Source: an optimization exercise on an open RTL-to-GDS flow (aim: small area). Production flows keep margins and buffers that such runs may drop.
The clock port is modelled as an ideal driver, which makes a skipped or thinned clock tree look cheaper than it is; a real chip needs a root buffer or a tree.

## lane 1
==> flow/design.v (excerpt) <==
module hello(clk, rst, LED_F12, LCD_E, LCD_RS, LCD_RW, DB, SF_CE0,
             BTN_NORTH, BTN_SOUTH, BTN_WEST, BTN_EAST);
For scale: about 430 cells after synthesis, about 15 I/O pins, roughly 3000 sq um of cells after synthesis.
clock: 10.0 ns
lec_check: 0
cap_margin: 20
core_margin: 2
core_utilization: 40
gpl_timing_driven: 0
place_density: 0.6
slew_margin: 20
standard.sh (not shown) runs the stock make flow with config.mk's settings and CLKGATE_MAP_FILE= SYNTH_SCRIPT=/design/flow/synth_recipe.tcl, a recipe that flattens the netlist after the stock synthesis.
==> flow/flow/run.sh <==
#!/bin/bash
# Standard synthesis, then an area-oriented re-mapping of the combinational
# logic (flip-flops kept as they are, same names and cells), then the
# standard layout steps from the floorplan on.
set -euo pipefail
HERE=$(pwd)
RES=$HERE/orfs/results/$FLOW_PLATFORM/hello/base
LIB=$FLOW_HOME/platforms/$FLOW_PLATFORM/lib/sky130_fd_sc_hd__tt_025C_1v80.lib

bash standard.sh synth > standard_synth.log 2>&1
# only plain D flip-flops are expected (kept as they are below)
if grep -o "sky130_fd_sc_hd__[a-z0-9_]*" $RES/1_2_yosys.v | sort -u | grep -E "__(df|edf|sdf|sedf|dl)" | grep -qv "__dfxtp_1$"; then
  echo "unexpected sequential cell" >&2; exit 1
fi

cp $RES/1_2_yosys.v $HERE/1_2_yosys_standard.v
DU=$(sed -n '/DONT_USE_CELLS += /,/^$/p' $FLOW_HOME/platforms/$FLOW_PLATFORM/config.mk \
     | grep -o "sky130_fd_sc_hd__[a-z0-9_]*" | sed 's/^/-dont_use /' | tr '\n' ' ')
# ABC's deepsyn is a randomized search: run it with 4 seeds at once and keep
# the smallest result
remap() {
  local S=$1
  printf 'strash\n&get -n\n&deepsyn -T %s -S %s\n&dch -f\n&nf -R 1000 -p\n&put\n' "$DEEPSYN_T" "$S" > $HERE/abc_area_$S.scr
  yosys -p "
read_liberty -ignore_miss_func $LIB
read_verilog -overwrite $HERE/flow/ff_stubs.v
read_verilog $HERE/1_2_yosys_standard.v
hierarchy -top $FLOW_TOP
flatten
opt_clean -purge
read_liberty -lib -overwrite $LIB
abc -liberty $LIB $DU -script $HERE/abc_area_$S.scr
opt_clean -purge
setundef -zero
hilomap -singleton -hicell sky130_fd_sc_hd__conb_1 HI -locell sky130_fd_sc_hd__conb_1 LO
splitnets
opt_clean -purge
tee -o $HERE/remap_$S.stat stat -liberty $LIB
check -assert
write_verilog -noattr -noexpr -nohex -nodec $HERE/1_2_yosys_area_$S.v
" > remap_$S.log 2>&1
}
DEEPSYN_T=${DEEPSYN_T:-60}
for S in 1 2 3 4; do remap $S & done
wait
best=""; bestA=""
for S in 1 2 3 4; do
  [ -s $HERE/1_2_yosys_area_$S.v ] || continue
  grep -q "Found and reported 0 problems" remap_$S.log || continue
  A=$(grep "Chip area" $HERE/remap_$S.stat | awk '{print $NF}')
  echo "seed $S: $A" >> remap_summary.log
  if [ -z "$best" ] || awk "BEGIN {exit !($A < $bestA)}"; then best=$S; bestA=$A; fi
done
[ -n "$best" ] || { echo "re-mapping failed" >&2; exit 1; }
echo "best: seed $best ($bestA)" >> remap_summary.log
cp $HERE/1_2_yosys_area_$best.v $HERE/1_2_yosys_area.v

cp $HERE/1_2_yosys_area.v $RES/1_2_yosys.v
rm -f $RES/1_synth.odb
# smallest buffer on each port; no dummy loads in the clock tree, and the
# clock port drives the tree's leaf buffers directly (post_cts.tcl)
export BUFFER_PORTS_ARGS="-buffer_cell sky130_fd_sc_hd__buf_1"
export CTS_ARGS="-sink_clustering_enable -repair_clock_nets -dont_use_dummy_load"
export POST_CTS_TCL=$HERE/flow/post_cts.tcl
bash standard.sh finish > standard_finish.log 2>&1
Other scripts of this flow, unchanged in this note and not shown: flow/flow/ff_stubs.v, flow/flow/post_cts.tcl
Input changes introduced in lane 2 (baseline for comparison: lane 1):
- PLACE_DENSITY now 0.75, was 0.6
- CORE_UTILIZATION now 65, was 40
Findings:
Lane 2 completed; timing, DRC and antenna clean. In lane 2 the share of the clock period used by the worst path turned out 2.5 points lower than in lane 1. Lane 2 against lane 1: via count picked up an extra about 3.7%; final cell count without fillers lost about 9%. | die area | lane 2 vs lane 1 | about 37% lower |. Of lane 1 and lane 2, lane 2 shows the lower y dimension of the die, with lane 1 above it.
Function was not checked in any run of this note: the RTL went through the layout flow alone.

[what the ideal ports hide]
Ports are ideal in the flow. The routed layouts listed here were re-timed in OpenROAD. Step 1: set_driving_cell puts a clkbuf_16 on clk and a buf_2 on each other input, an assumption about the parent block. Step 2 also shifts input and output timing later by t, the mid clock arrival at the registers, as if the neighbouring blocks saw the same clock. a / b / c = ideal ports / drivers / drivers and shift; a / b = the first two.
run	t (ns)	setup slack, ns	hold slack, ns	latest minus earliest clock arrival (ns)	worst data-port slew with drivers (ns)
lane 1	0.186	4.649 / 4.649 / 4.649	0.384 / 0.384 / 0.384	0.013 / 0.014	0.03
lane 2	0.186	4.903 / 4.903 / 4.903	0.397 / 0.397 / 0.397	0.024 / 0.024	0.03
After both steps every run listed still meets setup and hold.
